What follows belongs to an exercise in optimizing a design on an open flow for a short achievable clock period and few clock cycles; a production flow would make more cautious choices. Power figures rest on the tool's default switching activity, not on a simulated workload.

==> flow/design.v <==
module pcinc(input  [15:0] pc,
             output [15:0] pc2,
             output [10:0] hip, him);
  assign pc2 = pc + 16'd2;
  assign hip = pc[15:5] + 11'd1;
  assign him = pc[15:5] - 11'd1;
endmodule
module cmux #(parameter WIDTH = 11)
             (input              s,
              input  [WIDTH-1:0] d1, d0,
              output [WIDTH-1:0] y);
  assign y = s ? d1 : d0;
endmodule
module nsel #(parameter WIDTH = 11)
             (input              pt, c,
              input  [WIDTH-1:0] t1, t0, n,
              output [WIDTH-1:0] y);
  assign y = pt ? (c ? t1 : t0) : n;
endmodule
module cpu(input         clk, reset,
           input  [15:0] dataout, instruction,
           output        MemRd, MemWr,
           output [15:0] datain, instrAddr, dataAddr);
  reg [15:0] pc;           
  reg [15:0] ras;          
  reg        xv;           
  reg [7:1]  xao, xbo;     
  reg [7:0]  xsa, xsb;     
  reg [2:0]  xd;           
  reg        xwe;          
  reg        xand, xcall, xsub;  
  reg        ximm;         
  reg [15:0] xi;           
  reg        xld, xbyte, xsx, xst, xsv;
  reg [8:0]  xs9;          
  reg [2:0]  xm;           
  reg        xret, xpt;    
  reg [15:0] xpc2, xbt;    
  reg [15:0] xrt;          
  reg        xla, xlb;     
  reg [15:0] mres, mdata;
  reg [7:1]  mwe;          
  reg        mld, mbyte, msx, mwr;
  reg [15:0] r1, r2, r3, r4, r5, r6, r7;
  reg [7:1]  zf, nf;       
  reg [15:0] xni;          
  reg        xaddi;        
  reg        xzk;          
  wire [7:0]  xdo = 8'd1 << xd;
  wire [15:0] av = ({16{xsa[0]}} & mres) | ({16{xsa[1]}} & r1) | ({16{xsa[2]}} & r2) |
                   ({16{xsa[3]}} & r3)   | ({16{xsa[4]}} & r4) | ({16{xsa[5]}} & r5) |
                   ({16{xsa[6]}} & r6)   | ({16{xsa[7]}} & r7);
  wire [15:0] bv = ({16{xsb[0]}} & mres) | ({16{xsb[1]}} & r1) | ({16{xsb[2]}} & r2) |
                   ({16{xsb[3]}} & r3)   | ({16{xsb[4]}} & r4) | ({16{xsb[5]}} & r5) |
                   ({16{xsb[6]}} & r6)   | ({16{xsb[7]}} & r7);
  wire        st = xv & (xla | xlb);           
  wire        go = xv & ~st;                   
  wire [15:0] bop = ximm ? xi : xsub ? ~bv : bv;
  wire [15:0] sum = av + bop + {15'd0, xsub};
  wire [15:0] res = xcall ? xpc2 : xand ? (av & bop) : sum;
  wire        eq = (av == bv);
  wire        lt = (av[15] ^ bv[15]) ? av[15] : (av[14:0] < bv[14:0]);   
  wire        mbr = eq ? xm[2] : lt ? xm[1] : xm[0];
  wire        mis = go & (mbr | (xret & (av != xrt)));
  wire [15:0] redir = xret ? av : xpt ? xpc2 : xbt;
  wire        xz  = xaddi ? (av == xni) : xand ? ((av & bop) == 16'd0) : eq;
  wire        mz  = (mres == 16'd0);
  wire [7:1]  mw  = mwe & {7{~mld}};
  wire [7:1]  ez  = (xwd & {7{xz}}) | (~xwd & mw & {7{mz}}) | (~xwd & ~mwe & zf);
  wire [7:1]  en  = (~xwd & mw & {7{mres[15]}}) | (~xwd & ~mwe & nf);
  wire [7:1]  ekz = (xwd & {7{xzk}}) | (~xwd & ~(mwe & {7{mld}}));    
  wire [7:1]  ekn = ~xwd & ~(mwe & {7{mld}});                           
  wire [15:0] i  = instruction;
  wire [3:0]  op = i[15:12];
  wire [15:0] pc2;
  wire [10:0] hip, him;
  pcinc pci(pc, pc2, hip, him);
  wire [5:0]  lo = {1'b0, pc[4:0]} + {1'b0, i[4:0]};
  wire        c5 = lo[5];    
  wire [15:0] jt = {pc2[15:13], i[11:0], 1'b0};
  wire fbr  = (op[3:2] == 2'b10);
  wire fj   = (op[3:1] == 3'b110);
  wire fret = (op == 4'd14);
  wire fps  = i[4] | op[0] | (~op[1] & i[11]);    
  wire [7:0] rdo = 8'd1 << i[10:8];
  wire       rz  = rdo[0] | |(rdo[7:1] & ez);
  wire       rn  = |(rdo[7:1] & en);
  wire       rkz = rdo[0] | |(rdo[7:1] & ekz);
  wire       rkn = rdo[0] | |(rdo[7:1] & ekn);
  wire       fzc = i[11] | (i[7:5] == 3'd0);       
  wire       rtk = op[1] ? (op[0] ^ rz) : op[0] ? (rn | rz) : ~rn;
  wire       rkn2 = op[1] ? rkz : (rkz & rkn);
  wire fpt  = (fzc & rkn2) ? rtk : fps;
  wire sj   = fj;
  wire sr   = fret;
  wire [10:0] bt1 = i[4] ? pc[15:5] : hip;
  wire [10:0] bt0 = i[4] ? him : pc[15:5];
  wire [10:0] bth;
  cmux #(11) btm(c5, bt1, bt0, bth);
  wire [15:0] bt = {bth, lo[4:0]};
  wire [15:0] keep = mis ? redir : pc;
  wire        usek = mis | st;
  wire [15:0] nb  = ({16{sj}} & jt) | ({16{sr}} & ras) | ({16{~fbr & ~sj & ~sr}} & pc2);
  wire [15:0] tn  = usek ? keep : nb | ({16{fbr}} & pc2);             
  wire [15:0] t1  = usek ? keep : nb | ({16{fbr}} & {bt1, lo[4:0]});  
  wire [15:0] t0  = usek ? keep : nb | ({16{fbr}} & {bt0, lo[4:0]});  
  wire [15:0] pcd;
  nsel #(16) pcm(fpt & fbr, c5, t1, t0, tn, pcd);
  reg [2:0] ftk;
  always @(*)
    case (op[1:0])
      2'd0: ftk = 3'b110;    
      2'd1: ftk = 3'b101;    
      2'd2: ftk = 3'b100;    
      default: ftk = 3'b011;  
    endcase
  wire fR    = ~op[3] & ~op[2] & ~(op[1] & op[0]);           
  wire fA75  = (~op[3] & (op[2] | (op[1] & op[0]))) | (fbr & ~i[11]);
  wire fA7   = fret;
  wire fA119 = (op == 4'd15);
  wire fB108 = (op == 4'd7) | fbr;
  wire [7:0] d86  = 8'd1 << i[8:6];
  wire [7:0] d75  = 8'd1 << i[7:5];
  wire [7:0] d119 = 8'd1 << i[11:9];
  wire [7:0] d53  = 8'd1 << i[5:3];
  wire [7:0] d108 = 8'd1 << i[10:8];
  wire [7:0] fao = ({8{fR}} & d86) | ({8{fA75}} & d75) | ({8{fA119}} & d119) | ({8{fA7}} & 8'h80);
  wire [7:0] fbo = ({8{fR}} & d53) | ({8{fB108}} & d108);
  wire [7:1] xwd = {7{xv & xwe}} & xdo[7:1];
  wire       xw  = xv & xwe;
  wire       e86 = (i[8:6] == xd), e75 = (i[7:5] == xd), e119 = (i[11:9] == xd);
  wire       e53 = (i[5:3] == xd), e108 = (i[10:8] == xd), e7 = (xd == 3'd7);
  wire       ffa = xw & ((fR & e86) | (fA75 & e75) | (fA119 & e119) | (fA7 & e7));
  wire       ffb = xw & ((fR & e53) | (fB108 & e108));
  wire [2:0] fd  = fR ? i[11:9] : (op == 4'd13) ? 3'd7 : i[10:8];
  wire       fwe = (fR | (~op[3] & (op[2] ^ (op[1] & op[0]))) | (op == 4'd13)) & (fd != 3'd0);
  wire       fimm = ~fR;
  wire       fld  = (op == 4'd5) | (op == 4'd6);
  wire       fst  = (op == 4'd7) | (op == 4'd15);
  wire       fsv  = (op == 4'd15);
  wire       fand = (op == 4'd0) | (op == 4'd4);
  wire       fsub = (op == 4'd2);
  wire [15:0] fi  = (op == 4'd15) ? 16'd0 : {{11{i[4] & (op != 4'd4)}}, i[4:0]};
  always @(posedge clk or posedge reset)
    if (reset) begin
      pc <= 16'd0;
      xv <= 1'b0;
    end else begin
      pc <= pcd;
      xv <= ~mis;       
    end
  always @(posedge clk)
    if (!st && op == 4'd13) ras <= pc2;
  always @(posedge clk)
    if (st) begin
      xsa <= {xao, 1'b0}; xsb <= {xbo, 1'b0}; xla <= 1'b0; xlb <= 1'b0;
    end else begin
      xao <= fao[7:1]; xbo <= fbo[7:1];
      xsa <= {fao[7:1] & ~xwd, ffa};
      xsb <= {fbo[7:1] & ~xwd, ffb};
      xla <= ffa & xld; xlb <= ffb & xld;
      xd <= fd; xwe <= fwe; xand <= fand; xsub <= fsub; xcall <= (op == 4'd13);
      ximm <= fimm; xi <= fi;
      xld <= fld; xbyte <= (op == 4'd6); xsx <= i[11]; xst <= fst; xsv <= fsv;
      xs9 <= i[8:0];
      xm <= fbr ? (ftk ^ {3{fpt}}) : 3'b000;
      xret <= fret; xpt <= fpt;
      xni <= 16'd0 - fi; xaddi <= (op == 4'd3);
      xzk <= (op == 4'd3) | (op == 4'd2) | (op == 4'd0) | (op == 4'd4);
      xpc2 <= pc2; xbt <= bt; xrt <= ras;
    end
  always @(posedge clk or posedge reset)
    if (reset) begin
      mwe <= 7'd0; mld <= 1'b0; mwr <= 1'b0;
    end else begin
      mwe <= (go & xwe) ? xdo[7:1] : 7'd0; mld <= go & xld; mwr <= go & xst;
    end
  always @(posedge clk) begin
    mres  <= res;
    mdata <= xsv ? {{7{xs9[8]}}, xs9} : bv;
    mbyte <= xbyte;
    msx   <= xsx;
  end
  wire [15:0] ldv = mbyte ? {{8{msx & dataout[7]}}, dataout[7:0]} : dataout;
  wire [15:0] wv  = mld ? ldv : mres;
  always @(posedge clk) begin
    if (mwe[1]) r1 <= wv;
    if (mwe[2]) r2 <= wv;
    if (mwe[3]) r3 <= wv;
    if (mwe[4]) r4 <= wv;
    if (mwe[5]) r5 <= wv;
    if (mwe[6]) r6 <= wv;
    if (mwe[7]) r7 <= wv;
  end
  wire wz = (wv == 16'd0);
  always @(posedge clk) begin
    if (mwe[1]) begin zf[1] <= wz; nf[1] <= wv[15]; end
    if (mwe[2]) begin zf[2] <= wz; nf[2] <= wv[15]; end
    if (mwe[3]) begin zf[3] <= wz; nf[3] <= wv[15]; end
    if (mwe[4]) begin zf[4] <= wz; nf[4] <= wv[15]; end
    if (mwe[5]) begin zf[5] <= wz; nf[5] <= wv[15]; end
    if (mwe[6]) begin zf[6] <= wz; nf[6] <= wv[15]; end
    if (mwe[7]) begin zf[7] <= wz; nf[7] <= wv[15]; end
  end
  assign instrAddr = pc;
  assign dataAddr  = mres;
  assign datain    = mdata;
  assign MemRd     = mld;
  assign MemWr     = mwr;
endmodule
==> flow/config.mk <==
export PLATFORM = sky130hd
export DESIGN_NAME = cpu
export DESIGN_NICKNAME = cpu
export VERILOG_FILES = /design/flow/design.v
export SDC_FILE = /design/flow/constraint.sdc
export NUM_CORES = 4
export LEC_CHECK = 0
export CAP_MARGIN = 20
export CORE_MARGIN = 2
export CORE_UTILIZATION = 40
export PLACE_DENSITY = 0.6
export SLEW_MARGIN = 20
export SYNTH_HIERARCHICAL = 1
==> flow/constraint.sdc <==
create_clock -name core_clock -period 13.0 [get_ports {clk}]
set_input_delay 2.6000 -clock core_clock [delete_from_list [all_inputs] [get_ports {clk}]]
set_output_delay 2.6000 -clock core_clock [all_outputs]
set_load 0.01 [all_outputs]
standard.sh (not shown) runs the stock make flow with config.mk's settings and CLKGATE_MAP_FILE= SYNTH_SCRIPT=/design/flow/synth_recipe.tcl, a recipe that flattens the netlist after the stock synthesis.
==> flow/flow/run.sh <==
#!/bin/bash
# Own flow: the standard layout, with two changes to how it is made (the clock period
# and constraints are unchanged):
#  - the port buffers that buffer_ports inserts are plain buffers (buf_2), not whatever cell
#    it picks by default (a delay cell on this platform);
#  - repair_timing aims for more setup slack than the default.
set -euo pipefail
bash standard.sh SETUP_SLACK_MARGIN=9.2 'BUFFER_PORTS_ARGS=-buffer_cell sky130_fd_sc_hd__buf_2' finish > flow_standard.log 2>&1
Change:
--- a/flow/design.v
+++ b/flow/design.v
@@ -11,10 +11,4 @@
               output [WIDTH-1:0] y);
   assign y = s ? d1 : d0;
-endmodule
-module nsel #(parameter WIDTH = 11)
-             (input              pt, c,
-              input  [WIDTH-1:0] t1, t0, n,
-              output [WIDTH-1:0] y);
-  assign y = pt ? (c ? t1 : t0) : n;
 endmodule
 module cpu(input         clk, reset,
@@ -94,4 +88,6 @@
   wire sj   = fj;
   wire sr   = fret;
+  wire sb   = fbr & fpt;
+  wire ss   = ~(sj | sr | sb);
   wire [10:0] bt1 = i[4] ? pc[15:5] : hip;
   wire [10:0] bt0 = i[4] ? him : pc[15:5];
@@ -101,10 +97,10 @@
   wire [15:0] keep = mis ? redir : pc;
   wire        usek = mis | st;
-  wire [15:0] nb  = ({16{sj}} & jt) | ({16{sr}} & ras) | ({16{~fbr & ~sj & ~sr}} & pc2);
-  wire [15:0] tn  = usek ? keep : nb | ({16{fbr}} & pc2);             
-  wire [15:0] t1  = usek ? keep : nb | ({16{fbr}} & {bt1, lo[4:0]});  
-  wire [15:0] t0  = usek ? keep : nb | ({16{fbr}} & {bt0, lo[4:0]});  
+  wire [15:0] nb  = ({16{sj}} & jt) | ({16{sr}} & ras) | ({16{ss}} & pc2);
+  wire [15:0] n1  = usek ? keep : nb | {{11{sb}} & bt1, {5{sb}} & lo[4:0]};
+  wire [15:0] n0  = usek ? keep : nb | {{11{sb}} & bt0, {5{sb}} & lo[4:0]};
   wire [15:0] pcd;
-  nsel #(16) pcm(fpt & fbr, c5, t1, t0, tn, pcd);
+  cmux #(11) pcm(c5, n1[15:5], n0[15:5], pcd[15:5]);
+  assign pcd[4:0] = n0[4:0];
   reg [2:0] ftk;
   always @(*)
@@ -128,9 +124,6 @@
   wire [7:0] fbo = ({8{fR}} & d53) | ({8{fB108}} & d108);
   wire [7:1] xwd = {7{xv & xwe}} & xdo[7:1];
-  wire       xw  = xv & xwe;
-  wire       e86 = (i[8:6] == xd), e75 = (i[7:5] == xd), e119 = (i[11:9] == xd);
-  wire       e53 = (i[5:3] == xd), e108 = (i[10:8] == xd), e7 = (xd == 3'd7);
-  wire       ffa = xw & ((fR & e86) | (fA75 & e75) | (fA119 & e119) | (fA7 & e7));
-  wire       ffb = xw & ((fR & e53) | (fB108 & e108));
+  wire       ffa = |(fao[7:1] & xwd);
+  wire       ffb = |(fbo[7:1] & xwd);
   wire [2:0] fd  = fR ? i[11:9] : (op == 4'd13) ? 3'd7 : i[10:8];
   wire       fwe = (fR | (~op[3] & (op[2] ^ (op[1] & op[0]))) | (op == 4'd13)) & (fd != 3'd0);
After rerunning: The new run completed with no timing, DRC or antenna violations; maximum frequency drops slightly; sequential share of layout area climbs by 1.3 points; sequential power hardly moves; total power drops by roughly a tenth; cell area drops by a few percent; clock-buffer cell count drops by 4; worst setup slack loses 0.095 ns; clock power drops by roughly a tenth; synthesized area drops slightly; hold slack loses 0.019 ns; combinational power drops by about a fifth; routed wire length drops slightly; core utilization drops by 0.51 points.
No run of this note included a check of the RTL's function; only the layout flow was run.

## what the ideal ports hide
In the flow no input, the clock included, has a driving cell. The finished layouts below were timed again as built, in two steps.
Step 1 sets driving cells, clkbuf_16 on the clock port and buf_2 on the other inputs (assumed; they add their load-dependent delay and slew).
Step 2 also shifts input and output timing later by t, the mid clock arrival at the registers, as if the neighbouring blocks saw the same clock.
Slacks: ideal ports / drivers / drivers and shift; pairs: ideal ports / drivers.
run | shift t [ns] | setup WS [ns] | worst setup path at the end | clock arrival spread, ns | worst register clock-pin slew, ns
the first run | 0.601 | 8.340 / 8.332 / 7.731 | input to register | 0.021 / 0.021 | 0.06 / 0.06
the second run | 0.569 | 8.245 / 8.213 / 7.644 | input to register | 0.018 / 0.017 | 0.07 / 0.07
After both steps setup and hold are still met in every run listed. For the first run, which loses most, drivers alone change the setup slack by -0.008 ns; drivers and shift together by -0.609 ns.
